This is an optimization exercise on Yosys and OpenROAD, whose aim is small area, not a production implementation.
Only simulation tests tie the RTL to the original design; equivalence was not proved.
Power figures rest on the tool's default switching activity, not on a simulated workload.

==> design/flow/design.v <==
`timescale 10ps / 10ps
`default_nettype none
module cic_decim_integrator #(
    parameter integer W  = 63,
    parameter integer NC = 4,
    parameter integer CW = 16
) (
    input  wire logic [W-1:0]  i_data,
    input  wire logic [NC-1:0] i_gate,
    output      logic [W-1:0]  o_data,
    input  wire logic          i_clock,
    input  wire logic          i_reset
);
logic [W-1:0]  acc;
logic [W-1:0]  opnd;
logic [W-1:0]  sum;
logic [W:0]    cy;
logic [NC-1:0] cout;
logic [NC-2:0] creg;
always_comb begin
    for (integer i = 0; i < W; i++) begin
        opnd[i] = i_data[i] & i_gate[(i / CW < NC) ? i / CW : NC - 1];
    end
    cy[0] = 1'b0;
    for (integer i = 0; i < W; i++) begin
        sum[i] = acc[i] ^ opnd[i] ^ cy[i];
        if (((i + 1) % CW == 0) && ((i + 1) / CW < NC)) begin
            cout[(i + 1) / CW - 1] = (acc[i] & opnd[i]) | (cy[i] & (acc[i] ^ opnd[i]));
            cy[i + 1] = creg[(i + 1) / CW - 1];
        end else begin
            cy[i + 1] = (acc[i] & opnd[i]) | (cy[i] & (acc[i] ^ opnd[i]));
        end
    end
    cout[NC-1] = cy[W];
end
always_ff @(posedge i_clock) begin
    if (i_reset == 1'b1) begin
        acc  <= '0;
        creg <= '0;
    end else begin
        acc  <= sum;
        creg <= cout[NC-2:0];
    end
end
assign o_data = acc;
endmodule
`default_nettype wire
`timescale 10ps / 10ps
`default_nettype none
module cic_decim_comb #(
    parameter integer W  = 63,
    parameter integer NC = 4,
    parameter integer CW = 16
) (
    input  wire logic [W-1:0]  i_data,     
    input  wire logic [NC-1:0] i_load,     
    input  wire logic          i_sload,    
    input  wire logic          i_clear,    
    input  wire logic          i_pass,     
    input  wire logic [5:0]    i_phase,
    output      logic [15:0]   o_data,
    output      logic          o_pos_oflow,
    output      logic          o_neg_oflow,
    input  wire logic          i_clock,
    input  wire logic          i_reset
);
localparam integer NR = 9;
logic [W-1:0]    x_reg;
logic [W-1:0]    q_reg;
logic [NR*W-1:0] ring;
always_ff @(posedge i_clock) begin
    for (integer i = 0; i < W; i++) begin
        if (i_reset == 1'b1)
            x_reg[i] <= 1'b0;
        else if (i_load[(i / CW < NC) ? i / CW : NC - 1] == 1'b1)
            x_reg[i] <= i_data[i];
    end
end
logic [W-1:0] nq;
logic [W:0]   yc;
logic [2:0]   yc_reg;
logic         yc3_reg;
logic [7:0]   ylo_reg;
logic [7:0]   ylo_nxt;
logic [8:0]   yhi;
logic         yc3_nxt;
logic [2:0]   yc_nxt;
assign nq = ~q_reg;
always_comb begin
    yc = '0;
    yc[0] = 1'b1;
    for (integer i = 0; i < 16; i++)
        yc[i+1] = (x_reg[i] & nq[i]) | (yc[i] & (x_reg[i] | nq[i]));
    yc_nxt[0] = yc[16];
    yc[16] = yc_reg[0];
    for (integer i = 16; i < 32; i++)
        yc[i+1] = (x_reg[i] & nq[i]) | (yc[i] & (x_reg[i] | nq[i]));
    yc_nxt[1] = yc[32];
    yc[32] = yc_reg[1];
    for (integer i = 32; i < 46; i++)
        yc[i+1] = (x_reg[i] & nq[i]) | (yc[i] & (x_reg[i] | nq[i]));
    yc_nxt[2] = yc[46];
    yc[46] = yc_reg[2];
    for (integer i = 46; i < 54; i++) begin
        ylo_nxt[i-46] = x_reg[i] ^ nq[i] ^ yc[i];
        yc[i+1] = (x_reg[i] & nq[i]) | (yc[i] & (x_reg[i] | nq[i]));
    end
    yc3_nxt = yc[54];
    yc[54] = yc3_reg;
    for (integer i = 54; i < 63; i++) begin
        yhi[i-54] = x_reg[i] ^ nq[i] ^ yc[i];
        yc[i+1] = (x_reg[i] & nq[i]) | (yc[i] & (x_reg[i] | nq[i]));
    end
end
always_ff @(posedge i_clock) begin
    yc_reg  <= yc_nxt;
    yc3_reg <= yc3_nxt;
    ylo_reg <= ylo_nxt;
end
logic [16:0] rnd;
logic        ovf;
assign rnd = { yhi, ylo_reg };
assign ovf = rnd[16] ^ rnd[15];
always_ff @(posedge i_clock) begin
    if (i_reset == 1'b1) begin
        o_data      <= '0;
        o_pos_oflow <= 1'b0;
        o_neg_oflow <= 1'b0;
    end else if (i_sload == 1'b1) begin
        o_data      <= ovf ? { rnd[16], { 15{ ~rnd[16] } } } : rnd[15:0];
        o_pos_oflow <= ovf & ~rnd[16];
        o_neg_oflow <= ovf & rnd[16];
    end
end
logic first;
logic early;
logic ba, bb, bc, bd, be;
logic u, v1, v, w, t, q;
logic cu_r, c1_r, c2_r, c3_r, c4_r, c5_r;
logic cu, c1, c2, c3, c4, c5;
logic u_r, vd1_r, vd2_r;
logic u2, v4, kbit;
assign first = (i_phase == 6'd0);
assign early = (i_phase[5:1] == 5'd0);
assign ba = ring[0*W];
assign bb = ring[2*W];
assign bc = ring[4*W];
assign bd = ring[6*W];
assign be = ring[8*W];
assign kbit = (i_phase >= 6'd45);
assign cu = first ? 1'b1 : cu_r;
assign u  = bc ^ ~bb ^ cu;
assign u2 = first ? 1'b0 : u_r;
assign c1 = first ? 1'b1 : c1_r;
assign v1 = ba ^ ~bd ^ c1;
assign c2 = first ? 1'b0 : c2_r;
assign v  = v1 ^ u2 ^ c2;
assign v4 = early ? 1'b0 : vd2_r;
assign c3 = first ? 1'b0 : c3_r;
assign w  = v ^ v4 ^ c3;
assign c4 = first ? 1'b0 : c4_r;
assign t  = be ^ w ^ c4;
assign c5 = first ? 1'b0 : c5_r;
assign q  = t ^ kbit ^ c5;
always_ff @(posedge i_clock) begin
    cu_r  <= (bc & ~bb) | (cu & (bc | ~bb));
    c1_r  <= (ba & ~bd) | (c1 & (ba | ~bd));
    c2_r  <= (v1 & u2) | (c2 & (v1 | u2));
    c3_r  <= (v & v4) | (c3 & (v | v4));
    c4_r  <= (be & w) | (c4 & (be | w));
    c5_r  <= (t & kbit) | (c5 & (t | kbit));
    u_r   <= u;
    vd1_r <= v;
    vd2_r <= vd1_r;
end
always_ff @(posedge i_clock) begin
    if (i_reset == 1'b1)
        q_reg <= { { (W-45){ 1'b1 } }, 45'b0 };    
    else if (i_pass == 1'b1)
        q_reg <= { q, q_reg[W-1:1] };
end
logic [NR-1:0] rin;
always_comb begin
    for (integer m = 0; m < NR; m++) begin
        if (i_clear == 1'b1)
            rin[m] = 1'b0;
        else if (i_pass == 1'b1)
            rin[m] = (m == 0) ? x_reg[i_phase] : ring[(m-1)*W];
        else
            rin[m] = ring[m*W];
    end
end
always_ff @(posedge i_clock) begin
    for (integer m = 0; m < NR; m++)
        ring[m*W +: W] <= { rin[m], ring[m*W+1 +: W-1] };
end
endmodule
`default_nettype wire
`timescale 10ps / 10ps
`default_nettype none
module cic_decim_stages #(
    parameter integer FACTOR = 313,
    parameter integer W      = 63,
    parameter integer NC     = 4,
    parameter integer CW     = 16
) (
    input  wire logic [15:0] i_inph,
    input  wire logic [15:0] i_quad,
    input  wire logic        i_valid,
    output      logic [15:0] o_inph,       
    output      logic [15:0] o_quad,
    output      logic        o_inph_pos_oflow,
    output      logic        o_inph_neg_oflow,
    output      logic        o_quad_pos_oflow,
    output      logic        o_quad_neg_oflow,
    output      logic        o_valid,      
    output      logic        o_new,        
    output      logic        o_clear,      
    input  wire logic        i_clock,
    input  wire logic        i_reset
);
logic [NC+3:0]               valids;
logic [$clog2(FACTOR)-1:0]   upsample_counter;
logic                        sample_valid;
logic [5:1]                  comb_valids;
logic                        trig;
assign trig = ~i_reset & valids[5] & (upsample_counter == FACTOR-1);
always_ff @(posedge i_clock) begin
    valids[NC+3:1] <= valids[NC+2:0];
    comb_valids <= { comb_valids[4:1], sample_valid };
end
assign valids[0] = i_valid;
always_ff @(posedge i_clock) begin
    if (i_reset == 1'b1) begin
        upsample_counter <= '0;
        sample_valid <= 1'b0;
        o_valid <= 1'b0;
    end else begin
        if (valids[5] == 1'b1) begin
            if (upsample_counter == FACTOR-1)
                upsample_counter <= '0;
            else
                upsample_counter <= upsample_counter + 1;
        end
        sample_valid <= trig;
        o_valid <= comb_valids[5];
    end
end
logic [7:1] trig_d;
always_ff @(posedge i_clock) begin
    if (i_reset == 1'b1)
        trig_d <= '0;
    else
        trig_d <= { trig_d[6:1], trig };
end
assign o_new = trig_d[7];
logic [5:0] phase;
logic       clear;
logic       pend;
logic       pass;
always_ff @(posedge i_clock) begin
    if (i_reset == 1'b1) begin
        phase <= 6'd0;
        clear <= 1'b1;
        pend <= 1'b0;
        pass <= 1'b0;
    end else begin
        phase <= (phase == 6'd62) ? 6'd0 : phase + 6'd1;
        if (phase == 6'd62)
            clear <= 1'b0;
        if (trig_d[7] == 1'b1)
            pend <= 1'b1;
        else if ((pend & ~clear) && (phase == 6'd62))
            pend <= 1'b0;
        if (phase == 6'd62)
            pass <= pend & ~clear;
    end
end
assign o_clear = clear;
logic [NC-1:1] inph_sign_d;
logic [NC-1:1] quad_sign_d;
always_ff @(posedge i_clock) begin
    inph_sign_d <= { inph_sign_d[NC-2:1], i_inph[15] & i_valid & ~i_reset };
    quad_sign_d <= { quad_sign_d[NC-2:1], i_quad[15] & i_valid & ~i_reset };
end
logic [W-1:0] inph_in;
logic [W-1:0] quad_in;
logic [NC-1:0] gate1;
always_comb begin
    for (integer i = 0; i < W; i++) begin
        if (i < 16) begin
            inph_in[i] = i_inph[i];
            quad_in[i] = i_quad[i];
        end else if (i < CW) begin
            inph_in[i] = i_inph[15];
            quad_in[i] = i_quad[15];
        end else begin
            inph_in[i] = inph_sign_d[(i / CW < NC) ? i / CW : NC - 1];
            quad_in[i] = quad_sign_d[(i / CW < NC) ? i / CW : NC - 1];
        end
    end
    gate1 = { { (NC-1){ 1'b1 } }, i_valid };
end
logic [W-1:0] inph_int [0:5];
logic [W-1:0] quad_int [0:5];
assign inph_int[0] = inph_in;
assign quad_int[0] = quad_in;
genvar st;
generate
for (st = 0; st < 5; st++) begin : g_int
    logic [NC-1:0] gate;
    assign gate = (st == 0) ? gate1 : valids[st+NC-1:st];
    cic_decim_integrator #(.W(W), .NC(NC), .CW(CW)) inph_inst (
        .i_data (inph_int[st]  ),
        .i_gate (gate          ),
        .o_data (inph_int[st+1]),
        .i_clock(i_clock       ),
        .i_reset(i_reset       ));
    cic_decim_integrator #(.W(W), .NC(NC), .CW(CW)) quad_inst (
        .i_data (quad_int[st]  ),
        .i_gate (gate          ),
        .o_data (quad_int[st+1]),
        .i_clock(i_clock       ),
        .i_reset(i_reset       ));
end
endgenerate
logic [NC-1:0] load;
assign load = { trig_d[NC-1:1], trig };
cic_decim_comb #(.W(W), .NC(NC), .CW(CW)) inph_comb (
    .i_data     (inph_int[5]     ),
    .i_load     (load            ),
    .i_sload    (trig_d[7]       ),
    .i_clear    (clear           ),
    .i_pass     (pass            ),
    .i_phase    (phase           ),
    .o_data     (o_inph          ),
    .o_pos_oflow(o_inph_pos_oflow),
    .o_neg_oflow(o_inph_neg_oflow),
    .i_clock    (i_clock         ),
    .i_reset    (i_reset         ));
cic_decim_comb #(.W(W), .NC(NC), .CW(CW)) quad_comb (
    .i_data     (quad_int[5]     ),
    .i_load     (load            ),
    .i_sload    (trig_d[7]       ),
    .i_clear    (clear           ),
    .i_pass     (pass            ),
    .i_phase    (phase           ),
    .o_data     (o_quad          ),
    .o_pos_oflow(o_quad_pos_oflow),
    .o_neg_oflow(o_quad_neg_oflow),
    .i_clock    (i_clock         ),
    .i_reset    (i_reset         ));
endmodule
`default_nettype wire
`timescale 10ps / 10ps
`default_nettype none
module cic_decim_compfir #(
    parameter integer WIDTH = 16
) (
    input  wire logic [WIDTH-1:0] i_inph,      
    input  wire logic [WIDTH-1:0] i_quad,
    input  wire logic             i_valid,     
    input  wire logic             i_new,       
    input  wire logic             i_clear,
    output      logic [WIDTH-1:0] o_inph,
    output      logic [WIDTH-1:0] o_quad,
    output      logic             o_inph_pos_oflow,
    output      logic             o_inph_neg_oflow,
    output      logic             o_quad_pos_oflow,
    output      logic             o_quad_neg_oflow,
    output      logic             o_valid,
    input  wire logic             i_clock,
    input  wire logic             i_reset
);
logic [3:0] ready_count;
logic       ready;
logic       accum_finish;
logic       accum_finish_reg0;
logic       accum_finish_reg1;
logic       accum_finish_reg2;
logic       accum_finish_reg3;
logic       valid_reg4;
logic       valid_reg5;
logic       start;
assign start = (i_valid & ready) & ~i_reset;
always_ff @(posedge i_clock) begin
    if (i_reset == 1'b1) begin
        ready_count <= 4'd0;
        ready <= 1'b0;
        accum_finish <= 1'b0;
    end else if ((i_valid & ready) == 1'b1) begin
        ready_count <= 4'd15;
        ready <= 1'b0;
        accum_finish <= 1'b0;
    end else if (ready_count > 0) begin
        ready_count <= ready_count - 1;
        ready <= ready_count == 4'd1;
        accum_finish <= ready_count == 4'd1;
    end else begin
        accum_finish <= 1'b0;
        ready <= ready_count == 4'd0;
    end
end
always_ff @(posedge i_clock) begin
    accum_finish_reg0 <= accum_finish;
    accum_finish_reg1 <= accum_finish_reg0;
    accum_finish_reg2 <= accum_finish_reg1;
    accum_finish_reg3 <= accum_finish_reg2;
    if (i_reset == 1'b1) begin
        valid_reg4 <= 1'b0;
        valid_reg5 <= 1'b0;
        o_valid <= 1'b0;
    end else begin
        valid_reg4 <= accum_finish_reg3;
        valid_reg5 <= valid_reg4;
        o_valid <= valid_reg5;
    end
end
logic [3:0] phase;
logic       pend;
logic       busy;
logic       ins;
logic [3:0] icnt;
logic [3:0] s;
logic [4:0] k;
logic       last_k;
logic       vd;
logic [4:0] kd;
logic       firstd;
logic       shiftd;
assign last_k = (s == 4'd15) ? (k == 5'd17) : (k == 5'd16);
always_ff @(posedge i_clock) begin
    if (i_reset == 1'b1) begin
        phase <= 4'd0;
        pend <= 1'b0;
        busy <= 1'b0;
        ins <= 1'b0;
        icnt <= 4'd0;
        s <= 4'd0;
        k <= 5'd0;
        vd <= 1'b0;
    end else begin
        phase <= phase + 4'd1;
        if (i_new == 1'b1)
            pend <= 1'b1;
        else if ((pend & ~busy & ~ins) && (phase == 4'd15))
            pend <= 1'b0;
        if ((pend & ~busy & ~ins) && (phase == 4'd15)) begin
            busy <= 1'b1;
            s <= 4'd0;
            k <= 5'd0;
        end else if (busy == 1'b1) begin
            if (last_k) begin
                k <= 5'd0;
                s <= s + 4'd1;
                if (s == 4'd15) begin
                    busy <= 1'b0;
                    ins <= 1'b1;
                    icnt <= 4'd0;
                end
            end else begin
                k <= k + 5'd1;
            end
        end else if (ins == 1'b1) begin
            icnt <= icnt + 4'd1;
            if (icnt == 4'd15)
                ins <= 1'b0;
        end
        vd <= busy;
    end
    kd <= k;
    firstd <= (s == 4'd0) && (k == 5'd0);
    shiftd <= (s != 4'd0) && (k == 5'd0);
end
cic_decim_fir_chan inph_fir (
    .i_data     (i_inph          ),
    .i_clear    (i_clear         ),
    .i_ins      (ins             ),
    .i_phase    (phase           ),
    .i_s        (s               ),
    .i_k        (k               ),
    .i_vd       (vd              ),
    .i_kd       (kd              ),
    .i_firstd   (firstd          ),
    .i_shiftd   (shiftd          ),
    .i_load     (start           ),
    .o_data     (o_inph          ),
    .o_pos_oflow(o_inph_pos_oflow),
    .o_neg_oflow(o_inph_neg_oflow),
    .i_clock    (i_clock         ),
    .i_reset    (i_reset         ));
cic_decim_fir_chan quad_fir (
    .i_data     (i_quad          ),
    .i_clear    (i_clear         ),
    .i_ins      (ins             ),
    .i_phase    (phase           ),
    .i_s        (s               ),
    .i_k        (k               ),
    .i_vd       (vd              ),
    .i_kd       (kd              ),
    .i_firstd   (firstd          ),
    .i_shiftd   (shiftd          ),
    .i_load     (start           ),
    .o_data     (o_quad          ),
    .o_pos_oflow(o_quad_pos_oflow),
    .o_neg_oflow(o_quad_neg_oflow),
    .i_clock    (i_clock         ),
    .i_reset    (i_reset         ));
endmodule
module cic_decim_fir_chan (
    input  wire logic [15:0] i_data,
    input  wire logic        i_clear,
    input  wire logic        i_ins,
    input  wire logic [3:0]  i_phase,
    input  wire logic [3:0]  i_s,
    input  wire logic [4:0]  i_k,
    input  wire logic        i_vd,
    input  wire logic [4:0]  i_kd,
    input  wire logic        i_firstd,
    input  wire logic        i_shiftd,
    input  wire logic        i_load,
    output      logic [15:0] o_data,
    output      logic        o_pos_oflow,
    output      logic        o_neg_oflow,
    input  wire logic        i_clock,
    input  wire logic        i_reset
);
localparam integer NR = 32;
localparam integer AW = 22;
logic [NR*16-1:0] ring;
logic [15:0]      din;
logic [NR-1:0]    rin;
assign din = { ~i_data[15], i_data[14:0] };
always_comb begin
    for (integer m = 0; m < NR; m++) begin
        if (i_clear == 1'b1)
            rin[m] = (i_phase == 4'd15);
        else if (i_ins == 1'b1)
            rin[m] = (m == 0) ? din[i_phase] : ring[(m-1)*16];
        else
            rin[m] = ring[m*16];
    end
end
always_ff @(posedge i_clock) begin
    for (integer m = 0; m < NR; m++)
        ring[m*16 +: 16] <= { rin[m], ring[m*16+1 +: 15] };
end
logic ta, tb;
always_comb begin
    ta = 1'b0;
    tb = 1'b0;
    if (i_k == 5'd0) begin
        ta = din[i_s];
        tb = ring[31*16];
    end else if (i_k == 5'd16) begin
        ta = ring[15*16];
    end else begin
        for (integer j = 1; j < 16; j++) begin
            if (i_k == j) begin
                ta = ring[(j-1)*16 + 16 - j];
                tb = ring[(31-j)*16 + 16 - j];
            end
        end
    end
end
logic a_r, b_r;
always_ff @(posedge i_clock) begin
    a_r <= ta;
    b_r <= tb;
end
logic signed [AW-1:0] g;
always_comb begin
    case (i_kd)
    5'd0:  g = 163;
    5'd1:  g = -629;
    5'd2:  g = -223;
    5'd3:  g = 2447;
    5'd4:  g = -2564;
    5'd5:  g = -3222;
    5'd6:  g = 9836;
    5'd7:  g = -4201;
    5'd8:  g = -15254;
    5'd9:  g = 23990;
    5'd10: g = 3427;
    5'd11: g = -44842;
    5'd12: g = 35095;
    5'd13: g = 42736;
    5'd14: g = -87836;
    5'd15: g = -8075;
    5'd16: g = 131072;
    default: g = -32768;
    endcase
end
logic signed [AW-1:0] inc;
always_comb begin
    if (i_kd == 5'd17)
        inc = g;
    else if ((a_r & b_r) == 1'b1)
        inc = g <<< 1;
    else if ((a_r ^ b_r) == 1'b1)
        inc = g;
    else
        inc = '0;
end
logic signed [AW-1:0] acc;
logic signed [AW-1:0] base;
logic                 tie;
always_comb begin
    if (i_firstd == 1'b1)
        base = 22'sd16383;
    else if (i_shiftd == 1'b1)
        base = acc >>> 1;
    else
        base = acc;
end
always_ff @(posedge i_clock) begin
    if (i_reset == 1'b1) begin
        acc <= '0;
        tie <= 1'b0;
    end else if (i_vd == 1'b1) begin
        acc <= base + inc;
        if (i_firstd == 1'b1)
            tie <= 1'b1;
        else if (i_shiftd == 1'b1)
            tie <= tie & acc[0];
    end
end
logic ovf;
assign ovf = ~((&acc[AW-1:15]) | ~(|acc[AW-1:15]));
always_ff @(posedge i_clock) begin
    if (i_load == 1'b1) begin
        o_data      <= ovf ? { acc[AW-1], { 15{ ~acc[AW-1] } } } : { acc[15:1], acc[0] | tie };
        o_pos_oflow <= ovf & ~acc[AW-1];
        o_neg_oflow <= ovf & acc[AW-1];
    end
end
endmodule
`default_nettype wire
`timescale 10ps / 10ps
`default_nettype none
module cic_decimator #(
    parameter integer WIDTH = 16
) (
    input  wire logic [WIDTH-1:0] i_inph,
    input  wire logic [WIDTH-1:0] i_quad,
    input  wire logic             i_valid,
    output      logic             o_ready,
    output      logic [WIDTH-1:0] o_inph,
    output      logic [WIDTH-1:0] o_quad,
    output      logic             o_valid,
    output      logic             o_inph_pos_oflow,
    output      logic             o_inph_neg_oflow,
    output      logic             o_quad_pos_oflow,
    output      logic             o_quad_neg_oflow,
    output      logic             o_cic_inph_pos_oflow,
    output      logic             o_cic_inph_neg_oflow,
    output      logic             o_cic_quad_pos_oflow,
    output      logic             o_cic_quad_neg_oflow,
    input  wire logic             i_clock,
    input  wire logic             i_reset
);
assign o_ready = 1'b1;
logic [WIDTH-1:0] comp_saturated_inph;
logic [WIDTH-1:0] comp_saturated_quad;
logic             comp_saturated_valid;
logic             comp_new;
logic             ring_clear;
cic_decim_stages #(
    .FACTOR(313))
cic_decim_stages_inst (
    .i_inph          (i_inph              ),
    .i_quad          (i_quad              ),
    .i_valid         (i_valid             ),
    .o_inph          (comp_saturated_inph ),
    .o_quad          (comp_saturated_quad ),
    .o_inph_pos_oflow(o_cic_inph_pos_oflow),
    .o_inph_neg_oflow(o_cic_inph_neg_oflow),
    .o_quad_pos_oflow(o_cic_quad_pos_oflow),
    .o_quad_neg_oflow(o_cic_quad_neg_oflow),
    .o_valid         (comp_saturated_valid),
    .o_new           (comp_new            ),
    .o_clear         (ring_clear          ),
    .i_clock         (i_clock             ),
    .i_reset         (i_reset             ));
cic_decim_compfir #(
    .WIDTH(WIDTH))
cic_decim_compfir_inst (
    .i_inph          (comp_saturated_inph ),
    .i_quad          (comp_saturated_quad ),
    .i_valid         (comp_saturated_valid),
    .i_new           (comp_new            ),
    .i_clear         (ring_clear          ),
    .o_inph          (o_inph              ),
    .o_quad          (o_quad              ),
    .o_inph_pos_oflow(o_inph_pos_oflow    ),
    .o_inph_neg_oflow(o_inph_neg_oflow    ),
    .o_quad_pos_oflow(o_quad_pos_oflow    ),
    .o_quad_neg_oflow(o_quad_neg_oflow    ),
    .o_valid         (o_valid             ),
    .i_clock         (i_clock             ),
    .i_reset         (i_reset             ));
endmodule
`default_nettype wire
==> design/flow/run.sh <==
#!/bin/bash
# synth_recipe.tcl (not shown) runs the flow's synth.tcl, then flattens the netlist and writes it again
# the make line also repeats each setting of config.mk as NAME=value (left out here)
make -C /OpenROAD-flow-scripts/flow DESIGN_CONFIG=/design/flow/config.mk WORK_HOME=/design/flow/orfs CLKGATE_MAP_FILE= SYNTH_SCRIPT=/design/flow/synth_recipe.tcl finish
==> design/flow/config.mk <==
export PLATFORM = sky130hd
export DESIGN_NAME = cic_decimator
export DESIGN_NICKNAME = cic_decimator
export VERILOG_FILES = /design/flow/design.v
export SDC_FILE = /design/flow/constraint.sdc
export NUM_CORES = 8
export LEC_CHECK = 0
export CAP_MARGIN = 20
export CORE_MARGIN = 2
export CORE_UTILIZATION = 40
export SLEW_MARGIN = 20
==> design/flow/constraint.sdc <==
create_clock -name core_clock -period 7.5 [get_ports {i_clock}]
set_input_delay 1.5000 -clock core_clock [delete_from_list [all_inputs] [get_ports {i_clock}]]
set_output_delay 1.5000 -clock core_clock [all_outputs]
set_load 0.01 [all_outputs]
==> results of run 1 <==
## logic make-up (layout without fill, tap and decap cells)
| group | count (synthesis) | count (layout) |
|---|---|---|
| other | 1 | 2 |
| multiplexers | 424 | 424 |
| AO/OA/AOI/OAI | 538 | 538 |
| adder cells (fa/ha/maj) | 751 | 751 |
| AND/OR/NAND/NOR | 2109 | 2109 |
| flip-flops | 3338 | 3338 |
| buffers and inverters | 723 | 1115 |
| XOR/XNOR | 78 | 78 |
## synth_stat cells, types with 12 or more instances
master	n	share of area (%)
nand4_1	15	0.090
o21ai_0	112	0.54
a21o_1	32	0.23
xnor2_1	50	0.42
nor2b_1	588	3.5
o2111ai_1	12	0.10
xor2_1	28	0.23
buf_1	42	0.15
mux4_2	59	1.3
maj3_1	12	0.12
clkbuf_1	269	0.97
a22o_1	37	0.31
mux2i_1	364	3.5
a211oi_1	12	0.086
and2_1	450	2.7
a31oi_1	25	0.15
a21oi_1	162	0.78
nor3_1	18	0.086
inv_1	409	1.5
edfxtp_1	36	1.0
nand2_1	303	1.1
nand2b_1	62	0.37
o211ai_1	22	0.16
nand3_1	49	0.23
a211o_1	33	0.28
fa_1	656	13
ha_1	79	0.95
nor2_1	564	2.0
dfxtp_1	3302	63
## cell type report
| class | instances | area (sq um) | share of cell area [%] |
|---|---|---|---|
| Inverter | 411 | 1540 | 1.29 |
| Tap cell | 3402 | 4260 | 3.55 |
| Antenna cell | 1 | 2.50 | 0.00209 |
| Clock inverter | 108 | 1320 | 1.10 |
| Timing Repair Buffer | 137 | 1290 | 1.07 |
| Multi-Input combinational cell | 3901 | 34600 | 28.9 |
| Clock buffer | 459 | 9520 | 7.95 |
| Sequential cell | 3338 | 67200 | 56.1 |
## placed cells by master (no fill, tap or decap), drive strengths merged, types with 74 or more instances in the layout
cell	Yosys	layout
a21oi	162	162
and2	450	450
clkbuf	269	459
clkdlybuf4s50	0	74
dfxtp	3302	3302
fa	656	656
ha	79	79
inv	411	423
mux2i	364	364
nand2	303	303
nor2	564	564
nor2b	588	588
o21ai	113	113
## through the flow
| stage | total power, W | area (sq um) |
|---|---|---|
| global placement | 0.0193 | 109000 |
| global route | 0.0366 | 120000 |
| floorplan | 0.0191 | 104000 |
| CTS | 0.0357 | 120000 |
| finish | 0.0352 | 120000 |
| detailed placement | 0.0194 | 109000 |
## power breakdown
part | switching, W | internal, W
registers | 0.000177 | 0.0180
clock network | 0.00650 | 0.00974
logic | 0.000417 | 0.000368
total | 0.00709 | 0.0281
## routing by layer
metal / share of wire (%) / GRT usage [%]
met1: 49 / 16.8
met2: 45 / 19.8
met3: 3.3 / 2.14
met4: 3.0 / 4.48
met5: 0 / 0
## final timing paths
path         slack (ns)                                       from  cells past startpoint                                          endpoint
max                0.26                                    i_valid                     22  cic_decim_stages_inst.g_int[0].quad_inst.acc[15]
max reg2reg        0.29       cic_decim_stages_inst.inph_sign_d[2]                     20  cic_decim_stages_inst.g_int[0].inph_inst.acc[47]
min                0.27  cic_decim_compfir_inst.quad_fir.ring[197]                      0         cic_decim_compfir_inst.quad_fir.ring[196]
min reg2reg        0.27  cic_decim_compfir_inst.quad_fir.ring[197]                      0         cic_decim_compfir_inst.quad_fir.ring[196]
==> flow_summary.ini, run 1 <==
[outcome]
status = complete, no violations

[timing]
whs_ns = 0.269
relSlewSlack_pct = 31.6
fin_worst_skew_ns = 0.0612
setup_viol = 0
slew_violations = 0
rsz0062_at_grt = no
min_period_ns = 7.24
max_freq_mhz = 138
finalHoldViolCount = 0
worstMarginPinSlew_ns = 1.03
period_share_pct = 96.5
setup_ws_ns = 0.262
tns_ns = 0

[layout]
fin_util_pct = 46.2
area_growth_pct = 14.8
fin_nets = 8891
fillCellCount = 22584
drive_above_1_share_pct = 8.68
finalNonFillerCells = 11757
top_regs = cic_decim_stages_inst.inph_comb.ring: 567 flops, cic_decim_stages_inst.quad_comb.ring: 567 flops

[worst_setup_path]
path_class = in -> reg
crit_slowest_cell = clkdlybuf4s50_1
crit_fanout = 4
cpPeakStageDelay_ns = 0.51
startpoint_type = input port
critical_path_arrival_ns = 8.07
path_delay_family = adder cells
required_ns = 8.33
path_cells = clkdlybuf4s50_1, and2_1, ha_1, inv_1, fa_1, inv_1, fa_2, fa_2, fa_2, fa_2, fa_2, fa_2, fa_2, fa_2, fa_2, fa_2, fa_2, fa_1, inv_1, fa_2, fa_1, nor2_1
critPathCaptureType = register
path_buf_inv = 4
timing.critical_path.mode_cell = fa_2

[yosys]
synth_cell_types = 79
seq_area_frac_synth_pct = 64.4
avgSynthCellArea_sq_um = 13.1
syn_area_sq_um = 104000
yosys.area_share.simple_pct = 10.5
yosysWarnings = 11
yosys.area_share.xor_xnor_pct = 0.654
ys_seq_elements = 3338
synth_compound_area_share_pct = 3.35
async_reset_ff_share_pct = 0
synth_edf_count = 36
synthMuxAreaShare_pct = 4.79
ys.flop_type = dfxtp_1
syn_nets = 8732
synth_top_family_by_area = adder cells
syn_inst = 7962
synth_fa_ha_area_share_pct = 13.7

[pwr]
p_leak_nw = 47.7
p_per_area_nw_per_um2 = 294
ir_drop_mv = 0.304

[die]
num_rows = 187
num_io_pins = 77
dieWidth_microns = 515
dieArea_sq_um = 265000
coreArea_sq_um = 259000
initial_core_util_pct = 40.2
die_y_microns = 515

[detailed_routing]
ant_nets = 0
wirelength_mm = 160
routedWlPerCell_microns = 13.6
drtIter0Drc = 2040
viasPerCell = 4.35
via_count = 51139
drt_pass1_iterations = 5
drc = 0

[place]
hpwl_mm = 104
dpl_worst_slack_ns = -0.693
placed_cells = 11188
place.gp.congestion = 0.769
port_buffers = 75

[grt]
grt_max_degree = 188
antenna_found_initial = 3
overflow = 0
grt_pass1_wl_mm = 271
groute.usage.overall_pct = 12.4
grt_pass1_vias = 52994

[clock_tree]
clock_latency_ns = 0.91
cts_buffer_depth = 4
path_clk_slew_ns = 0.07
post_cts_resized = 14
cts_buffers = 332
cts_sinks = 3338
cts_max_level = 5
root_buffer = clkbuf_16
cts_tree = yes
cts_setup_buffers = 0
cts_hold_buf = 0

[run]
cap_violations = 0

[worst_hold_path]
min_path_type = reg -> reg
==> inputs of run 2 (changes only) <==
--- a/design/flow/design.v
+++ b/design/flow/design.v
@@ -65,71 +65,58 @@
     input  wire logic          i_reset
 );
 localparam integer NR = 9;
-logic [W-1:0]    x_reg;
-logic [W-1:0]    q_reg;
+logic [W-1:0]    xq;
 logic [NR*W-1:0] ring;
-always_ff @(posedge i_clock) begin
-    for (integer i = 0; i < W; i++) begin
-        if (i_reset == 1'b1)
-            x_reg[i] <= 1'b0;
-        else if (i_load[(i / CW < NC) ? i / CW : NC - 1] == 1'b1)
-            x_reg[i] <= i_data[i];
-    end
-end
 logic [W-1:0] nq;
 logic [W:0]   yc;
 logic [2:0]   yc_reg;
-logic         yc3_reg;
-logic [7:0]   ylo_reg;
-logic [7:0]   ylo_nxt;
-logic [8:0]   yhi;
-logic         yc3_nxt;
+logic [16:0]  ysum;
+logic [16:0]  ysum_nxt;
 logic [2:0]   yc_nxt;
-assign nq = ~q_reg;
+assign nq = ~xq;
 always_comb begin
     yc = '0;
     yc[0] = 1'b1;
     for (integer i = 0; i < 16; i++)
-        yc[i+1] = (x_reg[i] & nq[i]) | (yc[i] & (x_reg[i] | nq[i]));
+        yc[i+1] = (i_data[i] & nq[i]) | (yc[i] & (i_data[i] | nq[i]));
     yc_nxt[0] = yc[16];
     yc[16] = yc_reg[0];
     for (integer i = 16; i < 32; i++)
-        yc[i+1] = (x_reg[i] & nq[i]) | (yc[i] & (x_reg[i] | nq[i]));
+        yc[i+1] = (i_data[i] & nq[i]) | (yc[i] & (i_data[i] | nq[i]));
     yc_nxt[1] = yc[32];
     yc[32] = yc_reg[1];
-    for (integer i = 32; i < 46; i++)
-        yc[i+1] = (x_reg[i] & nq[i]) | (yc[i] & (x_reg[i] | nq[i]));
-    yc_nxt[2] = yc[46];
-    yc[46] = yc_reg[2];
-    for (integer i = 46; i < 54; i++) begin
-        ylo_nxt[i-46] = x_reg[i] ^ nq[i] ^ yc[i];
-        yc[i+1] = (x_reg[i] & nq[i]) | (yc[i] & (x_reg[i] | nq[i]));
-    end
-    yc3_nxt = yc[54];
-    yc[54] = yc3_reg;
-    for (integer i = 54; i < 63; i++) begin
-        yhi[i-54] = x_reg[i] ^ nq[i] ^ yc[i];
-        yc[i+1] = (x_reg[i] & nq[i]) | (yc[i] & (x_reg[i] | nq[i]));
-    end
+    for (integer i = 32; i < 48; i++)
+        yc[i+1] = (i_data[i] & nq[i]) | (yc[i] & (i_data[i] | nq[i]));
+    yc_nxt[2] = yc[48];
+    yc[48] = yc_reg[2];
+    for (integer i = 48; i < 63; i++)
+        yc[i+1] = (i_data[i] & nq[i]) | (yc[i] & (i_data[i] | nq[i]));
+    for (integer i = 46; i < 63; i++)
+        ysum_nxt[i-46] = i_data[i] ^ nq[i] ^ yc[i];
 end
 always_ff @(posedge i_clock) begin
-    yc_reg  <= yc_nxt;
-    yc3_reg <= yc3_nxt;
-    ylo_reg <= ylo_nxt;
+    if (i_load[0] == 1'b1)
+        yc_reg[0] <= yc_nxt[0];
+    if (i_load[1] == 1'b1)
+        yc_reg[1] <= yc_nxt[1];
+    if (i_load[2] == 1'b1) begin
+        yc_reg[2] <= yc_nxt[2];
+        ysum[1:0] <= ysum_nxt[1:0];
+    end
+    if (i_load[3] == 1'b1)
+        ysum[16:2] <= ysum_nxt[16:2];
 end
-logic [16:0] rnd;
 logic        ovf;
-assign rnd = { yhi, ylo_reg };
-assign ovf = rnd[16] ^ rnd[15];
+assign ovf = ysum[16] ^ ysum[15];
 always_ff @(posedge i_clock) begin
     if (i_reset == 1'b1) begin
         o_data      <= '0;
         o_pos_oflow <= 1'b0;
         o_neg_oflow <= 1'b0;
     end else if (i_sload == 1'b1) begin
-        o_data      <= ovf ? { rnd[16], { 15{ ~rnd[16] } } } : rnd[15:0];
-        o_pos_oflow <= ovf & ~rnd[16];
-        o_neg_oflow <= ovf & rnd[16];
+        o_data      <= ovf ? { ysum[16], { 15{ ~ysum[16] } } } : ysum[15:0];
+        o_pos_oflow <= ovf & ~ysum[16];
+        o_neg_oflow <= ovf & ysum[16];
     end
 end
 logic first;
@@ -174,10 +161,14 @@
     vd2_r <= vd1_r;
 end
 always_ff @(posedge i_clock) begin
-    if (i_reset == 1'b1)
-        q_reg <= { { (W-45){ 1'b1 } }, 45'b0 };    
-    else if (i_pass == 1'b1)
-        q_reg <= { q, q_reg[W-1:1] };
+    for (integer i = 0; i < W; i++) begin
+        if (i_reset == 1'b1)
+            xq[i] <= (i >= 45);                      
+        else if (i_pass == 1'b1)
+            xq[i] <= (i == W-1) ? q : xq[i+1];
+        else if (i_load[(i / CW < NC) ? i / CW : NC - 1] == 1'b1)
+            xq[i] <= i_data[i];
+    end
 end
 logic [NR-1:0] rin;
 always_comb begin
@@ -185,7 +176,7 @@
         if (i_clear == 1'b1)
             rin[m] = 1'b0;
         else if (i_pass == 1'b1)
-            rin[m] = (m == 0) ? x_reg[i_phase] : ring[(m-1)*W];
+            rin[m] = (m == 0) ? xq[0] : ring[(m-1)*W];
         else
             rin[m] = ring[m*W];
     end
==> flow_summary.ini, run 2 <==
[timing]
setup_viol = 0
rsz0062_at_grt = no
fin_worst_skew_ns = 0.0940
period_share_pct = 97.1
relSlewSlack_pct = 23.3
finalHoldViolCount = 0
max_freq_mhz = 137
min_period_ns = 7.28
worstMarginPinSlew_ns = 1.15
slew_violations = 0
tns_ns = 0

[clock_tree]
cts_sinks = 3228
clock_latency_ns = 0.94
post_cts_resized = 10
cts_setup_buffers = 0
path_clk_slew_ns = 0.06
root_buffer = clkbuf_16
cts_buffer_depth = 4
cts_buffers = 326
cts_tree = yes
cts_max_level = 5
cts_hold_buf = 0

[layout]
drive_above_1_share_pct = 8.36
top_regs = cic_decim_stages_inst.inph_comb.ring: 567 flops, cic_decim_stages_inst.quad_comb.ring: 567 flops
area_growth_pct = 15.3
final_cell_mix = 3134 x dfxtp_1, 613 x nor2b_1, 604 x fa_1
fin_nets = 8637
final_common_cell = dfxtp_1
fin_area_sq_um = 116000

[grt]
grt_max_degree = 227
grt_pass1_wl_mm = 263
groute.usage.overall_pct = 12.4
grt_pass1_vias = 51038
antenna_found_initial = 1
overflow = 0

[yosys]
syn_area_sq_um = 101000
yosys.area.top_type_share_pct = 62.5
async_reset_ff_share_pct = 0
yosysWarnings = 11
seq_area_frac_synth_pct = 64.7
avgSynthCellArea_sq_um = 13.1
yosysTopAreaCell = dfxtp_1
synthTopCellsByArea = dfxtp_1 62%, fa_1 13%, nor2b_1 3.8%
synth_edf_count = 76
syn_nets = 8490
synth_cell_types = 75
ys.flop_type = dfxtp_1
syn_inst = 7718
synth_common_cells = 3152 x dfxtp_1, 656 x fa_1, 613 x nor2b_1
yosysMostFrequentCell = dfxtp_1
ys_seq_elements = 3228

[worst_hold_path]
min_to = cic_decim_compfir_inst.inph_fir.ring[237]
min_from = cic_decim_compfir_inst.inph_fir.ring[238]
min_path_type = reg -> reg
holdPathStages = 0

[worst_setup_path]
critical_path_arrival_ns = 8.13
ff2ff_path_depth = 20
required_ns = 8.35
reg2reg_slack_ns = 0.27
rr_endpoint = cic_decim_stages_inst.g_int[0].inph_inst.acc[31]
reg2reg_from = cic_decim_stages_inst.inph_sign_d[1]
critPathCaptureType = register
crit_fanout = 29
startpoint_type = input port
path_class = in -> reg

[run]
cap_violations = 0

[die]
dieArea_sq_um = 257000
num_rows = 184
die_y_microns = 507
coreArea_sq_um = 251000
dieWidth_microns = 507
num_io_pins = 77
initial_core_util_pct = 40.2

[place]
hpwl_mm = 99.1
place_area_sq_um = 105000
port_buffers = 75
place.gp.congestion = 0.778

[detailed_routing]
wirelength_mm = 155
drc = 0
via_count = 49474
drtIter0Drc = 2114
ant_nets = 0
routedWlPerCell_microns = 13.5
viasPerCell = 4.32
drt_pass1_iterations = 5

[pwr]
p_leak_nw = 47.0
p_per_area_nw_per_um2 = 298
ir_drop_mv = 0.267

[outcome]
status = complete, no violations
run 2: changes by cell type after synthesis, sizes merged, moves of 12 or more:
cell    before   now
a211oi      12    83
a21oi      162   220
a31oi       25    13
dfxtp     3302  3152
edfxtp      36    76
mux2i      364   234
mux4        60    20
nand2      303   214
nand2b      62    90
nor2       564   515
nor2b      588   613
o211ai      22     7
run 2: worst max-delay path, stage by stage:
cell             delay, ns
clkdlybuf4s50_1       0.44
buf_12                0.17
and2_1                0.14
ha_1                  0.19
inv_1                 0.07
fa_1                  0.16
inv_1                 0.06
fa_1                  0.42
fa_2                  0.38
fa_2                  0.38
fa_2                  0.38
fa_2                  0.37
fa_2                  0.37
fa_2                  0.37
fa_2                  0.37
fa_2                  0.37
fa_2                  0.38
fa_2                  0.37
fa_1                  0.40
inv_1                 0.09
fa_1                  0.21
fa_1                  0.42
nor2_1                0.09
run 2: kinds of logic (layout without fill, tap and decap cells):
logic type	count (synthesis)	after routing	share of synthesized area [%]
muxes	258	258	2.81
AOI/OAI and AO/OA	664	664	4.26
and+or+nand+nor	2002	2002	10.5
other	1	3	0.00371
adders and majority gates	763	763	14.3
DFF	3228	3228	64.7
xor gates and xnor gates	83	83	0.720
buffers and inverters	719	1115	2.68
run 2: layout make-up:
class | count | area (sq um)
inverters | 417 | 1570
multi-input cells | 3771 | 33100
clock inverters | 121 | 1540
well taps | 3348 | 4190
repair buffers | 121 | 1210
diodes | 2 | 5.00
clock buffers | 456 | 9430
fillers | 21828 | 135000
flip-flops and latches | 3228 | 65400
run 2: layer usage:
metal | wire length, microns | share of wire [%] | global-route usage, % | up-vias
met1 | 75000 | 49 | 17.0 | 23705
met5 | 0 | 0 | 0 | -
met3 | 6450 | 4.2 | 2.69 | 301
li1 | - | - | - | 24819
met2 | 69000 | 45 | 19.4 | 649
met4 | 4230 | 2.7 | 4.16 | 0
run 2: through the flow:
stage               util, %  hold WS (ns)  instances  setup WS [ns]  power [W]
floorplan                 -         0.310       7718        -0.0145     0.0186
global placement       42.0         0.310      10884         -0.767     0.0188
detailed placement     42.0         0.312      10885         -0.775     0.0188
CTS                    46.3         0.281      11462        0.00144     0.0352
global route           46.4         0.292      11463        0.00527     0.0360
finish                 46.4         0.279      11464          0.220     0.0347
run 2: worst max path at each step:
stage,startpoint,endpoint,slack (ns),depth (start not counted)
after global placement,i_valid,cic_decim_stages_inst.g_int[0].quad_inst.acc[15],-0.77,23
final,i_valid,cic_decim_stages_inst.g_int[0].quad_inst.acc[15],0.22,23
after floorplan,i_valid,cic_decim_stages_inst.g_int[0].quad_inst.acc[15],-0.01,22
after detailed placement,i_valid,cic_decim_stages_inst.g_int[0].quad_inst.acc[15],-0.77,23
after global routing,cic_decim_stages_inst.inph_sign_d[2],cic_decim_stages_inst.g_int[0].inph_inst.acc[47],0.005,20
after CTS,cic_decim_stages_inst.quad_sign_d[1],cic_decim_stages_inst.g_int[0].quad_inst.acc[31],0.001,20
run 2: where the power goes:
part	switching (W)	internal (W)
logic	0.000411	0.000375
registers	0.000183	0.0174
clock network	0.00636	0.00991
total	0.00695	0.0277
==> inputs of run 3 (changes only) <==
--- a/design/flow/design.v
+++ b/design/flow/design.v
@@ -70,9 +70,12 @@
 logic [W-1:0] nq;
 logic [W:0]   yc;
 logic [2:0]   yc_reg;
-logic [16:0]  ysum;
-logic [16:0]  ysum_nxt;
 logic [2:0]   yc_nxt;
+logic [1:0]   ymid;
+logic [16:0]  rnd;
+logic         ovf;
+logic         pos_d;
+logic         neg_d;
 assign nq = ~xq;
 always_comb begin
     yc = '0;
@@ -91,9 +94,11 @@
     yc[48] = yc_reg[2];
     for (integer i = 48; i < 63; i++)
         yc[i+1] = (i_data[i] & nq[i]) | (yc[i] & (i_data[i] | nq[i]));
-    for (integer i = 46; i < 63; i++)
-        ysum_nxt[i-46] = i_data[i] ^ nq[i] ^ yc[i];
+    for (integer i = 48; i < 63; i++)
+        rnd[i-46] = i_data[i] ^ nq[i] ^ yc[i];
+    rnd[1:0] = ymid;
 end
+assign ovf = rnd[16] ^ rnd[15];
 always_ff @(posedge i_clock) begin
     if (i_load[0] == 1'b1)
         yc_reg[0] <= yc_nxt[0];
@@ -101,22 +106,25 @@
         yc_reg[1] <= yc_nxt[1];
     if (i_load[2] == 1'b1) begin
         yc_reg[2] <= yc_nxt[2];
-        ysum[1:0] <= ysum_nxt[1:0];
+        ymid <= { i_data[47] ^ nq[47] ^ yc[47], i_data[46] ^ nq[46] ^ yc[46] };
+    end
+    if (i_load[3] == 1'b1) begin
+        pos_d <= ovf & ~rnd[16];
+        neg_d <= ovf & rnd[16];
     end
-    if (i_load[3] == 1'b1)
-        ysum[16:2] <= ysum_nxt[16:2];
 end
-logic        ovf;
-assign ovf = ysum[16] ^ ysum[15];
 always_ff @(posedge i_clock) begin
     if (i_reset == 1'b1) begin
         o_data      <= '0;
         o_pos_oflow <= 1'b0;
         o_neg_oflow <= 1'b0;
-    end else if (i_sload == 1'b1) begin
-        o_data      <= ovf ? { ysum[16], { 15{ ~ysum[16] } } } : ysum[15:0];
-        o_pos_oflow <= ovf & ~ysum[16];
-        o_neg_oflow <= ovf & ysum[16];
+    end else begin
+        if (i_load[3] == 1'b1)
+            o_data <= ovf ? { rnd[16], { 15{ ~rnd[16] } } } : rnd[15:0];
+        if (i_sload == 1'b1) begin
+            o_pos_oflow <= pos_d;
+            o_neg_oflow <= neg_d;
+        end
     end
 end
 logic first;
--- a/design/flow/config.mk
+++ b/design/flow/config.mk
@@ -7,5 +7,8 @@
 export LEC_CHECK = 0
 export CAP_MARGIN = 20
 export CORE_MARGIN = 2
-export CORE_UTILIZATION = 40
+export CORE_UTILIZATION = 65
+export CTS_BUF_LIST = sky130_fd_sc_hd__clkbuf_8
+export CTS_CLUSTER_DIAMETER = 50
+export CTS_CLUSTER_SIZE = 20
 export SLEW_MARGIN = 20
==> flow_summary.ini, run 3 <==
[pwr]
ir_drop_mv = 0.228
p_per_area_nw_per_um2 = 250
p_leak_nw = 43.4

[yosys]
yosysWarnings = 11
synthTopCellsByArea = dfxtp_1 63%, fa_1 13%, nor2b_1 3.5%
yosys.area.top_type_share_pct = 63.0
avgSynthCellArea_sq_um = 13.0
syn_area_sq_um = 100000
yosysTopAreaCell = dfxtp_1
synth_cell_types = 74
yosysMostFrequentCell = dfxtp_1
seq_area_frac_synth_pct = 64.5
ys_seq_elements = 3202
synth_common_cells = 3152 x dfxtp_1, 656 x fa_1, 595 x nor2_1
async_reset_ff_share_pct = 0
ys.flop_type = dfxtp_1
synth_edf_count = 50
syn_nets = 8458
syn_inst = 7688

[layout]
drive_above_1_share_pct = 6.73
seq_area_sq_um = 64600
final_common_cell = dfxtp_1
multi_input_area_sq_um = 33000
finalNonFillerCells = 9905
fin_util_pct = 70.0
fin_nets = 8512
final_cell_mix = 3134 x dfxtp_1, 590 x nor2_1, 577 x fa_1
fillCellCount = 10985
top_regs = cic_decim_stages_inst.inph_comb.ring: 567 flops, cic_decim_stages_inst.quad_comb.ring: 567 flops
area_growth_pct = 7.28

[grt]
grt_pass1_vias = 49686
antenna_found_initial = 2
groute.usage.overall_pct = 19.4
grt_pass1_wl_mm = 250
grt_max_degree = 217
overflow = 0

[worst_setup_path]
path_depth = 20
reg2reg_slack_ns = 0.26
ff2ff_path_depth = 20
crit_fanout = 2
critPathCaptureType = register
startpoint_type = register
path_delay_family = adder cells
rr_endpoint = cic_decim_stages_inst.g_int[0].inph_inst.acc[31]
cp-endpoint = cic_decim_stages_inst.g_int[0].inph_inst.acc[31]
path_buf_inv = 3
reg2reg_from = cic_decim_stages_inst.inph_sign_d[1]
startpoint = cic_decim_stages_inst.inph_sign_d[1]
crit_slowest_cell = fa_1
path_class = reg -> reg
critical_path_arrival_ns = 8.10
timing.critical_path.mode_cell = fa_1
required_ns = 8.36
path_cells = fa_2, fa_2, fa_2, fa_2, fa_2, fa_1, fa_1, fa_1, fa_1, fa_1, fa_2, fa_2, fa_1, inv_1, fa_1, inv_1, fa_1, inv_1, fa_1, nor2_1
cpPeakStageDelay_ns = 0.47

[place]
placed_cells = 9567
dpl_worst_slack_ns = -0.650
port_buffers = 75
hpwl_mm = 97.4
place.gp.congestion = 0.807

[clock_tree]
cts_max_level = 4
cts_buffer_depth = 3
cts_sinks = 3202
clock_latency_ns = 0.94
path_clk_slew_ns = 0.11
cts_tree = yes
root_buffer = clkbuf_8
cts_buffers = 213

[detailed_routing]
drc = 0
wirelength_mm = 147
via_count = 48425
viasPerCell = 4.89
drtIter0Drc = 2123
ant_nets = 0
routedWlPerCell_microns = 14.8
drt_pass1_iterations = 5

[die]
die_y_microns = 396
num_io_pins = 77
initial_core_util_pct = 65.2
dieWidth_microns = 396
dieArea_sq_um = 157000
num_rows = 144
coreArea_sq_um = 154000

[timing]
finalHoldViolCount = 0
rsz0062_at_grt = no
period_share_pct = 96.6
worstMarginPinSlew_ns = 1.21
tns_ns = 0
setup_ws_ns = 0.256
slew_violations = 0
fin_worst_skew_ns = 0.0604
min_period_ns = 7.24
setup_viol = 0
max_freq_mhz = 138
relSlewSlack_pct = 19.5
whs_ns = 0.307

[run]
cap_violations = 0

[outcome]
status = complete, no violations

[worst_hold_path]
min_path_type = reg -> reg
## run 3: cell types whose count changed in the layout (fill, tap and decap cells not counted), sizes merged, moves of 37 or more
cell / delta
clkbuf: -237
nor2b: -52
mux2i: +58
nor2: +80
nand2b: -50
a211oi: -37
## run 3: timing repair
action / CTS / global route
hold endpoints to repair: 0 / 0
buffers inserted: 4 / 0
hold buffers: 0 / 0
gates resized for setup: 14 / 23
cloned: 0 / 0
setup endpoints to repair: 35 / 35
pin swaps: 6 / 6
## run 3: cell families (layout without fill, tap and decap cells)
family	Yosys count	after routing	share of synthesized area, %
AO/OA/AOI/OAI	635	635	3.97
XOR/XNOR	80	80	0.700
adder cells (fa/ha/maj)	760	760	14.4
buffers and inverters	704	875	2.72
flip-flops	3202	3202	64.5
multiplexers	315	315	3.40
other	1	3	0.00375
AND/OR/NAND/NOR	1991	1991	10.3
## run 3: how the worst min path moves through the flow
stage | start | to | slack [ns] | cells past startpoint
CTS | cic_decim_stages_inst.inph_comb.ring[471] | cic_decim_stages_inst.inph_comb.ring[470] | 0.31 | 0
global placement | cic_decim_stages_inst.quad_comb.ring[36] | cic_decim_stages_inst.quad_comb.ring[35] | 0.31 | 0
floorplan | cic_decim_compfir_inst.accum_finish | cic_decim_compfir_inst.accum_finish_reg0 | 0.31 | 0
finish | cic_decim_stages_inst.inph_comb.ring[471] | cic_decim_stages_inst.inph_comb.ring[470] | 0.31 | 0
global route | cic_decim_stages_inst.quad_comb.ring[255] | cic_decim_stages_inst.quad_comb.ring[254] | 0.32 | 0
detailed placement | cic_decim_compfir_inst.inph_fir.ring[17] | cic_decim_compfir_inst.inph_fir.ring[16] | 0.31 | 0
## run 3: power breakdown
| group | leakage, nW | internal (W) | switching (W) |
|---|---|---|---|
| registers | 25.9 | 0.0173 | 0.000184 |
| clock network | 2.25 | 0.00327 | 0.00535 |
| logic | 15.2 | 0.000382 | 0.000413 |
| total | 43.4 | 0.0209 | 0.00595 |
## run 3: routing by layer
layer | share of wire, % | routed length (microns) | vias up | global-route usage, %
met3 | 3.0 | 4460 | 238 | 2.96
met2 | 46 | 66800 | 545 | 30.9
li1 | - | - | 24339 | -
met4 | 2.1 | 3090 | 0 | 4.94
met1 | 49 | 72200 | 23303 | 28.0
met5 | 0 | 0 | - | 0
## run 3: final cells by class
class | count | area share, %
Antenna cell | 2 | 0.00466
Clock buffer | 219 | 2.81
Clock inverter | 113 | 1.16
Inverter | 402 | 1.47
Multi-Input combinational cell | 3782 | 30.7
Sequential cell | 3202 | 60.2
Tap cell | 2044 | 2.38
Timing Repair Buffer | 141 | 1.25
## run 3: per-stage QoR
step | power [W] | cell area [sq um]
floorplan | 0.0184 | 100000
global placement | 0.0186 | 103000
detailed placement | 0.0187 | 103000
CTS | 0.0272 | 107000
global route | 0.0280 | 107000
finish | 0.0269 | 107000
==> inputs of run 4 (changes only) <==
--- a/design/flow/design.v
+++ b/design/flow/design.v
@@ -114,17 +114,14 @@
     end
 end
 always_ff @(posedge i_clock) begin
+    if (i_load[3] == 1'b1)
+        o_data <= ovf ? { rnd[16], { 15{ ~rnd[16] } } } : rnd[15:0];
     if (i_reset == 1'b1) begin
-        o_data      <= '0;
         o_pos_oflow <= 1'b0;
         o_neg_oflow <= 1'b0;
-    end else begin
-        if (i_load[3] == 1'b1)
-            o_data <= ovf ? { rnd[16], { 15{ ~rnd[16] } } } : rnd[15:0];
-        if (i_sload == 1'b1) begin
-            o_pos_oflow <= pos_d;
-            o_neg_oflow <= neg_d;
-        end
+    end else if (i_sload == 1'b1) begin
+        o_pos_oflow <= pos_d;
+        o_neg_oflow <= neg_d;
     end
 end
 logic first;
@@ -170,9 +167,7 @@
 end
 always_ff @(posedge i_clock) begin
     for (integer i = 0; i < W; i++) begin
-        if (i_reset == 1'b1)
-            xq[i] <= (i >= 45);                      
-        else if (i_pass == 1'b1)
+        if (i_pass == 1'b1)
             xq[i] <= (i == W-1) ? q : xq[i+1];
         else if (i_load[(i / CW < NC) ? i / CW : NC - 1] == 1'b1)
             xq[i] <= i_data[i];
@@ -254,19 +249,22 @@
 end
 assign o_new = trig_d[7];
 logic [5:0] phase;
+logic [1:0] init;
 logic       clear;
 logic       pend;
 logic       pass;
+logic       cpass;
+assign clear = (init != 2'd0);
 always_ff @(posedge i_clock) begin
     if (i_reset == 1'b1) begin
         phase <= 6'd0;
-        clear <= 1'b1;
+        init <= 2'd2;
         pend <= 1'b0;
         pass <= 1'b0;
     end else begin
         phase <= (phase == 6'd62) ? 6'd0 : phase + 6'd1;
-        if (phase == 6'd62)
-            clear <= 1'b0;
+        if ((phase == 6'd62) && clear)
+            init <= init - 2'd1;
         if (trig_d[7] == 1'b1)
             pend <= 1'b1;
         else if ((pend & ~clear) && (phase == 6'd62))
@@ -275,6 +273,7 @@
             pass <= pend & ~clear;
     end
 end
+assign cpass = pass | (init == 2'd1);
 assign o_clear = clear;
 logic [NC-1:1] inph_sign_d;
 logic [NC-1:1] quad_sign_d;
@@ -330,7 +329,7 @@
     .i_load     (load            ),
     .i_sload    (trig_d[7]       ),
     .i_clear    (clear           ),
-    .i_pass     (pass            ),
+    .i_pass     (cpass           ),
     .i_phase    (phase           ),
     .o_data     (o_inph          ),
     .o_pos_oflow(o_inph_pos_oflow),
@@ -342,7 +341,7 @@
     .i_load     (load            ),
     .i_sload    (trig_d[7]       ),
     .i_clear    (clear           ),
-    .i_pass     (pass            ),
+    .i_pass     (cpass           ),
     .i_phase    (phase           ),
     .o_data     (o_quad          ),
     .o_pos_oflow(o_quad_pos_oflow),
@@ -419,7 +418,6 @@
 logic       pend;
 logic       busy;
 logic       ins;
-logic [3:0] icnt;
 logic [3:0] s;
 logic [4:0] k;
 logic       last_k;
@@ -434,7 +432,6 @@
         pend <= 1'b0;
         busy <= 1'b0;
         ins <= 1'b0;
-        icnt <= 4'd0;
         s <= 4'd0;
         k <= 5'd0;
         vd <= 1'b0;
@@ -455,15 +452,12 @@
                 if (s == 4'd15) begin
                     busy <= 1'b0;
                     ins <= 1'b1;
-                    icnt <= 4'd0;
                 end
             end else begin
                 k <= k + 5'd1;
             end
-        end else if (ins == 1'b1) begin
-            icnt <= icnt + 4'd1;
-            if (icnt == 4'd15)
-                ins <= 1'b0;
+        end else if ((ins == 1'b1) && (phase == 4'd0)) begin
+            ins <= 1'b0;
         end
         vd <= busy;
     end
@@ -549,7 +543,7 @@
     ta = 1'b0;
     tb = 1'b0;
     if (i_k == 5'd0) begin
-        ta = din[i_s];
+        ta = din[i_phase];       
         tb = ring[31*16];
     end else if (i_k == 5'd16) begin
         ta = ring[15*16];
==> flow_summary.ini, run 4 <==
[outcome]
status = complete, no violations

[detailed_routing]
drt_pass1_iterations = 5
viasPerCell = 4.83
drtIter0Drc = 1926
drc = 0
wirelength_mm = 142
ant_nets = 0
via_count = 46371
routedWlPerCell_microns = 14.7

[clock_tree]
path_clk_slew_ns = 0.11
cts_max_level = 4
cts_buffers = 215
cts_hold_buf = 0
cts_sinks = 3199
clock_latency_ns = 0.95
root_buffer = clkbuf_8
cts_tree = yes
cts_buffer_depth = 3

[timing]
min_period_ns = 7.28
period_share_pct = 97.1
rsz0062_at_grt = no
setup_viol = 0
slew_violations = 0
whs_ns = 0.301
setup_ws_ns = 0.216
tns_ns = 0
worstMarginPinSlew_ns = 0.997
finalHoldViolCount = 0
fin_worst_skew_ns = 0.0583
relSlewSlack_pct = 33.1
max_freq_mhz = 137

[yosys]
ys.flop_type = dfxtp_1
syn_area_sq_um = 99200
ys_seq_elements = 3199
synth_cell_types = 74
seq_area_frac_synth_pct = 66.7
avgSynthCellArea_sq_um = 13.5
syn_inst = 7360
yosysWarnings = 11
synth_edf_count = 208
synthTopCellsByArea = dfxtp_1 60%, fa_1 13%, edfxtp_1 6.3%
synth_common_cells = 2991 x dfxtp_1, 656 x fa_1, 585 x nor2b_1
syn_nets = 8132
yosys.area.top_type_share_pct = 60.4
async_reset_ff_share_pct = 0
yosysTopAreaCell = dfxtp_1
yosysMostFrequentCell = dfxtp_1

[die]
die_y_microns = 395
dieArea_sq_um = 156000
dieWidth_microns = 395
initial_core_util_pct = 65.4
coreArea_sq_um = 152000
num_io_pins = 77
num_rows = 143

[place]
dpl_worst_slack_ns = -0.643
port_buffers = 75
place.gp.congestion = 0.792
placed_cells = 9266
hpwl_mm = 96.4

[worst_setup_path]
startpoint_type = register
ff2ff_path_depth = 20
critPathCaptureType = register
path_class = reg -> reg
critical_path_arrival_ns = 7.97
required_ns = 8.19
crit_fanout = 15

[layout]
top_regs = cic_decim_stages_inst.inph_comb.ring: 567 flops, cic_decim_stages_inst.quad_comb.ring: 567 flops
fin_util_pct = 70.3
drive_above_1_share_pct = 6.74
area_growth_pct = 7.61
final_common_cell = dfxtp_1
final_cell_mix = 2981 x dfxtp_1, 585 x nor2b_1, 582 x fa_1
finalNonFillerCells = 9602
fillCellCount = 10722
fin_nets = 8229

[pwr]
p_per_area_nw_per_um2 = 255
ir_drop_mv = 0.152
p_leak_nw = 42.9

[grt]
grt_pass1_wl_mm = 240
antenna_found_initial = 2
grt_max_degree = 172
overflow = 0
grt_pass1_vias = 47095
groute.usage.overall_pct = 18.9

[worst_hold_path]
holdPathStages = 0
min_path_type = reg -> reg

[run]
cap_violations = 0
[run 4: cells by family after synthesis]
| logic type | after synthesis | share of synthesized area (%) |
|---|---|---|
| multiplexers | 141 | 1.55 |
| flip-flops | 3199 | 66.7 |
| AND/OR/NAND/NOR | 1966 | 10.5 |
| other | 1 | 0.00378 |
| XOR/XNOR | 77 | 0.680 |
| buffers and inverters | 644 | 2.44 |
| AO/OA/AOI/OAI | 567 | 3.63 |
| adder cells (fa/ha/maj) | 765 | 14.6 |
[run 4: cell type report]
type / count / area (sq um) / area share [%]
sequential: 3199 / 66100 / 62.0
multi-input combinational: 3517 / 30900 / 29.0
clock buffer: 223 / 3070 / 2.88
tap: 2030 / 2540 / 2.38
inverter: 385 / 1450 / 1.35
timing repair buffer: 139 / 1320 / 1.24
clock inverter: 106 / 1270 / 1.19
antenna: 3 / 7.51 / 0.00703
[run 4: final timing paths]
kind                                             startpoint                                   endpoint  slack (ns)
hold / removal    cic_decim_stages_inst.quad_comb.ring[409]  cic_decim_stages_inst.quad_comb.ring[408]        0.30
hold reg to reg   cic_decim_stages_inst.quad_comb.ring[409]  cic_decim_stages_inst.quad_comb.ring[408]        0.30
setup / recovery     cic_decim_stages_inst.inph_comb.xq[48]  cic_decim_stages_inst.inph_comb.o_data[1]        0.22
setup reg to reg     cic_decim_stages_inst.inph_comb.xq[48]  cic_decim_stages_inst.inph_comb.o_data[1]        0.22
[run 4: stage by stage]
step	power [W]	cell area [sq um]
floorplan	0.0186	99300
global placement	0.0188	102000
global route	0.0283	107000
CTS	0.0275	107000
finish	0.0272	107000
detailed placement	0.0189	102000
[run 4: repair_timing]
| action | 4_1_cts | 5_1_grt |
|---|---|---|
| setup buffers | 2 | 1 |
| resized for setup | 14 | 22 |
| cloned | 0 | 0 |
| pin swaps | 4 | 3 |
| setup endpoints to repair | 34 | 35 |
[run 4: power by group]
group | switching [W] | internal, W
Combinational | 0.000468 | 0.000431
Clock | 0.00531 | 0.00340
Sequential | 0.000185 | 0.0174
Total | 0.00597 | 0.0212
[run 4: worst max-delay path: stages, from the launching register on]
cell      delay [ns]
edfxtp_1        0.44
fa_2            0.39
fa_2            0.40
fa_2            0.40
fa_2            0.40
fa_2            0.40
fa_2            0.41
fa_2            0.40
fa_2            0.40
fa_2            0.41
fa_2            0.41
fa_2            0.41
fa_2            0.40
fa_2            0.40
fa_2            0.41
xnor2_4         0.16
xnor2_2         0.23
ha_4            0.25
nor2_4          0.12
buf_12          0.14
a21oi_1         0.04
[run 4: per-layer routing]
layer | global-route usage [%] | part of all wire (%) | vias to the layer above
met5 | 0 | 0 | -
met4 | 4.77 | 2.1 | 0
met3 | 2.97 | 3.1 | 214
met2 | 29.2 | 44 | 531
met1 | 28.1 | 50 | 22264
li1 | - | - | 23362

## separate check: timing with driven ports
The results above use ideal ports. As a check the final layouts listed here were re-extracted and re-timed, cells and wires unchanged. Step 1, drivers: a clkbuf_16 drives i_clock and a buf_2 each remaining input, both assumed. Step 2 moves the port delays by t, midway between the first and last clock arrival at a register: inputs arrive t later, outputs are due t later. That takes back most of the time a late clock gives input paths. a / b / c = ideal / step 1 / step 2; a / b = the first two.
run | t (ns) | setup slack, ns | hold slack, ns | worst data-port slew with drivers (ns) | cell pins on the clock port's net
run 1 | 1.004 | 0.262 / 0.291 / -0.657 | 0.269 / 0.269 / 0.269 | 0.05 | 1
run 2 | 0.983 | 0.220 / 0.271 / -0.696 | 0.279 / 0.279 / 0.279 | 0.05 | 1
run 3 | 0.984 | 0.256 / 0.256 / -0.579 | 0.307 / 0.307 / 0.307 | 0.06 | 1
run 4 | 0.991 | 0.216 / 0.216 / -0.626 | 0.301 / 0.301 / 0.301 | 0.05 | 1
Met with ideal ports but missed after step 2: setup timing in every run listed. The setup slack of run 1, which loses most, moves by +0.029 ns with the drivers and by -0.919 ns with both steps.
